What follows belongs to an exercise in optimizing a design on an open flow for small area, a short achievable clock period and few clock cycles per item; a production flow would make more cautious choices.

Setup of alpha:
## execution_unit_top
module execution_unit_top (
    input        clk,
    input        rst,
    input        start,
    input  [3:0] opcode,
    input  [7:0] A,
    input  [7:0] B,
    output     [15:0] result,
    output reg        busy,
    output reg        done
);
Size in the first run: ~38 flip-flops, about 41 I/O pins, about 0.0042 mm^2 of cells after synthesis.
==> module execution_unit_top, before the edit <==
module execution_unit_top (
    input        clk,
    input        rst,
    input        start,
    input  [3:0] opcode,
    input  [7:0] A,
    input  [7:0] B,
    output     [15:0] result,
    output reg        busy,
    output reg        done
);
    reg [15:0] R;        
    reg        addm;     
    reg        dsh;      
    reg        dq;       
    reg        dqn;      
    reg  [7:0] X;        
    reg        sgn;      
    reg        isdiv;    
    reg  [2:0] cnt;      
    reg        bone;     
    reg        btwo;     
    reg        bneg;     
    function [9:0] cneg(input [9:0] x, input s);
        integer i;
        reg     nz;
        begin
            nz = 1'b0;
            for (i = 0; i < 10; i = i + 1) begin
                cneg[i] = x[i] ^ (s & nz);
                nz      = nz | x[i];
            end
        end
    endfunction
    function [2:0] booth(input q1, input q0, input qm);
        begin
            booth[2] = q0 ^ qm;
            booth[1] = (q1 & ~q0 & ~qm) | (~q1 & q0 & qm);
            booth[0] = q1 & ~(q0 & qm);
        end
    endfunction
    wire [7:0] bx   = B ^ {8{opcode[0]}};
    wire [4:0] slo  = {1'b0, A[3:0]} + {1'b0, bx[3:0]} + {4'd0, opcode[0]};
    wire [3:0] shi0 = A[7:4] + bx[7:4];
    wire [3:0] shi1 = A[7:4] + bx[7:4] + 4'd1;
    reg [15:0] alu;
    always @(*) begin
        case (opcode[2:0])
            3'd0, 3'd1: alu = {3'b000, slo[4], shi1, shi0, slo[3:0]};
            3'd2:       alu = {8'h00, A & B};
            3'd3:       alu = {8'h00, A | B};
            3'd4:       alu = {8'h00, A ^ B};
            3'd5:       alu = {8'h00, ~A};
            default:    alu = 16'h0000;
        endcase
    end
    wire [15:0] mul0 = {8'h00, B};
    wire [7:0] ma  = cneg({2'b00, A}, A[7]);
    wire [7:0] mb  = cneg({2'b00, B}, B[7]);
    wire       bz  = (B == 8'h00);
    wire       b1  = (B == 8'h01) | (B == 8'hFF);
    wire       b2  = (B == 8'h02) | (B == 8'hFE);
    wire       q7  = bz | (b1 & ma[7]);
    wire       q6  = bz | (b1 & ma[6]) | (b2 & ma[7]);
    wire [1:0] r6  = b1 ? 2'b00 : b2 ? {1'b0, ma[6]} : ma[7:6];
    wire [15:0] div0 = {6'd0, r6, ma[5:0], q7, q6};
    wire [7:0] ap     = A ^ {8{A[7]}};
    wire [7:0] bp     = B ^ {8{B[7]}};
    wire [8:0] dv     = {1'b0, ap} + {1'b1, ~bp};          
    wire [9:0] du     = {2'b00, ap} + 10'd1 - {1'b0, bp, 1'b0};
    wire       dshort = du[9] & ~&dv[8:1];
    wire       dq1    = ~dv[8];
    wire       rneg = R[15];
    wire       xs   = X[7] & ~isdiv;
    wire [9:0] pp   = (btwo ? {X[7], X, 1'b0} : bone ? {xs, xs, X} : 10'd0)
                      ^ {10{bneg}};
    wire [9:0] op1  = isdiv ? {rneg, R[15:8], R[7]}
                            : {{2{rneg}}, R[15:8]};
    wire [9:0] s    = op1 + pp + {9'd0, bneg};
    wire        qb  = ~s[7] | ~|X;
    wire [7:0]  quo = cneg({2'b00, R[6:0], qb}, sgn);
    wire        last = isdiv ? (cnt == 3'd5) : (cnt == 3'd3);
    always @(posedge clk) begin
        addm <= ~busy & ~opcode[3] & ~opcode[2] & ~opcode[1];
        dsh  <= ~busy & opcode[3] & opcode[0] & dshort;
        dq   <= dq1;
        dqn  <= dq1 & (A[7] ^ B[7]);
        if (busy) begin
            cnt <= cnt + 3'd1;
            if (!isdiv) begin
                R                  <= {s, R[7:2]};
                {bone, btwo, bneg} <= booth(R[3], R[2], R[1]);
            end else begin
                R                  <= last ? {8'h00, quo}
                                           : {s[7:0], R[6:0], qb};
                {bone, btwo, bneg} <= {2'b10, qb};
            end
        end else begin
            cnt   <= 3'd0;
            isdiv <= opcode[0];
            if (!opcode[3]) begin
                R <= alu;
            end else if (!opcode[0]) begin
                R                  <= mul0;
                X                  <= A;
                {bone, btwo, bneg} <= booth(B[1], B[0], 1'b0);
            end else begin
                R                  <= div0;
                X                  <= mb;
                sgn                <= A[7] ^ B[7];
                {bone, btwo, bneg} <= 3'b101;
            end
        end
    end
    always @(posedge clk) begin
        if (rst) begin
            busy <= 1'b0;
            done <= 1'b0;
        end else if (busy) begin
            busy <= ~last;
            done <= last;
        end else begin
            busy <= start & opcode[3] & ~(opcode[0] & dshort);
            done <= start & (~opcode[3] | (opcode[0] & dshort));
        end
    end
    wire hsel = addm & R[12];
    assign result = {R[15:8] & {8{~(addm | dsh)}},
                     dsh ? {4{dqn}} : hsel ? R[11:8] : R[7:4],
                     dsh ? {dqn, dqn, dqn, dq} : R[3:0]};
endmodule
export LEC_CHECK = 0
export ABC_AREA = 1
export CAP_MARGIN = 20
export CORE_MARGIN = 2
export CORE_UTILIZATION = 40
export SETUP_SLACK_MARGIN = 3.0
export SLEW_MARGIN = 20
create_clock -name core_clock -period 6.0 [get_ports {clk}]
standard.sh (not shown) runs the stock make flow with config.mk's settings and CLKGATE_MAP_FILE= SYNTH_SCRIPT=/design/flow/synth_recipe.tcl, a recipe that flattens the netlist after the stock synthesis.
==> flow/flow/run.sh <==
#!/bin/bash
# Layout flow: the standard ORFS flow (standard.sh), with two changes:
#  - no full/half-adder cell extraction in synthesis (ADDER_MAP_FILE empty),
#    so abc maps the adders together with the rest of the logic;
#  - the port buffers that global placement inserts are buf_2 cells.
# Each tool's output is in orfs/logs/ and the make output in flow_make.log.
set -euo pipefail
bash standard.sh finish ADDER_MAP_FILE= \
    "BUFFER_PORTS_ARGS=-buffer_cell sky130_fd_sc_hd__buf_2" \
    > flow_make.log 2>&1
For beta, these inputs were changed with respect to alpha:
diff --git a/flow/design.v b/flow/design.v
--- a/flow/design.v
+++ b/flow/design.v
@@ -54,7 +54,9 @@
             default:    alu = 16'h0000;
         endcase
     end
-    wire [15:0] mul0 = {8'h00, B};
+    wire [9:0]  mv   = B[0] ? {{2{A[7]}}, A} : B[1] ? {A[7], A, 1'b0} : 10'd0;
+    wire [9:0]  mp   = cneg(mv, B[1]);
+    wire [15:0] mul0 = {mp, B[7:2]};
     wire [7:0] ma  = cneg({2'b00, A}, A[7]);
     wire [7:0] mb  = cneg({2'b00, B}, B[7]);
     wire       bz  = (B == 8'h00);
@@ -64,12 +66,9 @@
     wire       q6  = bz | (b1 & ma[6]) | (b2 & ma[7]);
     wire [1:0] r6  = b1 ? 2'b00 : b2 ? {1'b0, ma[6]} : ma[7:6];
     wire [15:0] div0 = {6'd0, r6, ma[5:0], q7, q6};
-    wire [7:0] ap     = A ^ {8{A[7]}};
-    wire [7:0] bp     = B ^ {8{B[7]}};
-    wire [8:0] dv     = {1'b0, ap} + {1'b1, ~bp};          
-    wire [9:0] du     = {2'b00, ap} + 10'd1 - {1'b0, bp, 1'b0};
-    wire       dshort = du[9] & ~&dv[8:1];
-    wire       dq1    = ~dv[8];
+    wire       dshort = {1'b0, ma} < {mb, 1'b0};
+    wire       dq1    = ma >= mb;
+    wire       dmid   = {4'd0, ma} < {mb, 4'd0};
     wire       rneg = R[15];
     wire       xs   = X[7] & ~isdiv;
     wire [9:0] pp   = (btwo ? {X[7], X, 1'b0} : bone ? {xs, xs, X} : 10'd0)
@@ -79,7 +78,7 @@
     wire [9:0] s    = op1 + pp + {9'd0, bneg};
     wire        qb  = ~s[7] | ~|X;
     wire [7:0]  quo = cneg({2'b00, R[6:0], qb}, sgn);
-    wire        last = isdiv ? (cnt == 3'd5) : (cnt == 3'd3);
+    wire        last = isdiv ? (cnt == 3'd5) : (cnt == 3'd2);
     always @(posedge clk) begin
         addm <= ~busy & ~opcode[3] & ~opcode[2] & ~opcode[1];
         dsh  <= ~busy & opcode[3] & opcode[0] & dshort;
@@ -96,16 +95,16 @@
                 {bone, btwo, bneg} <= {2'b10, qb};
             end
         end else begin
-            cnt   <= 3'd0;
+            cnt   <= (opcode[0] & dmid) ? 3'd2 : 3'd0;
             isdiv <= opcode[0];
             if (!opcode[3]) begin
                 R <= alu;
             end else if (!opcode[0]) begin
                 R                  <= mul0;
                 X                  <= A;
-                {bone, btwo, bneg} <= booth(B[1], B[0], 1'b0);
+                {bone, btwo, bneg} <= booth(B[3], B[2], B[1]);
             end else begin
-                R                  <= div0;
+                R                  <= dmid ? {4'd0, ma, 4'd0} : div0;
                 X                  <= mb;
                 sgn                <= A[7] ^ B[7];
                 {bone, btwo, bneg} <= 3'b101;
beta completed end to end with timing, DRC and antenna clean.
Per the comparison of beta with alpha, total number of nets in the final design higher, clock period minus final worst setup slack +0.099 ns, flip-flop and latch count saw little to no change, wire length went up by 25%, sequential share of cell area down 2.5 points.
Compared with alpha, beta shows well tap count that has gone up by a few percent.
Diff alpha -> beta: number of cells on the worst reg-to-reg path rose by 1; setup slack lower; via count increased by 717 relative to the old numbers.
No run of this note included a check of the RTL's function; only the layout flow was run.

re-timing with driven ports:
The results above use ideal ports. As a check the final layouts listed here were re-extracted and re-timed, cells and wires unchanged. Step 1 sets driving cells, clkbuf_16 on the clock port and buf_2 on the other inputs (assumed; they add their load-dependent delay and slew). Step 2, shift: input delay + t, output delay - t, t = (earliest + latest rising clock arrival at the registers) / 2. This alone moves slack from input paths to output paths. a / b / c = no drivers / after step 1 / after step 2; a / b = the first two.
| run | t (ns) | setup slack, ns | hold slack, ns | latest minus earliest clock arrival (ns) | worst register clock-pin slew, ns |
|---|---|---|---|---|---|
| alpha | 0.320 | 3.139 / 3.119 / 2.800 | 0.459 / 0.459 / 0.459 | 0.013 / 0.013 | 0.08 / 0.08 |
| beta | 0.319 | 3.039 / 3.040 / 2.722 | 0.463 / 0.463 / 0.463 | 0.012 / 0.011 | 0.09 / 0.09 |
After both steps every run listed still meets setup and hold. The setup slack of alpha, which loses most, moves by -0.020 ns with the drivers and by -0.339 ns with both steps.
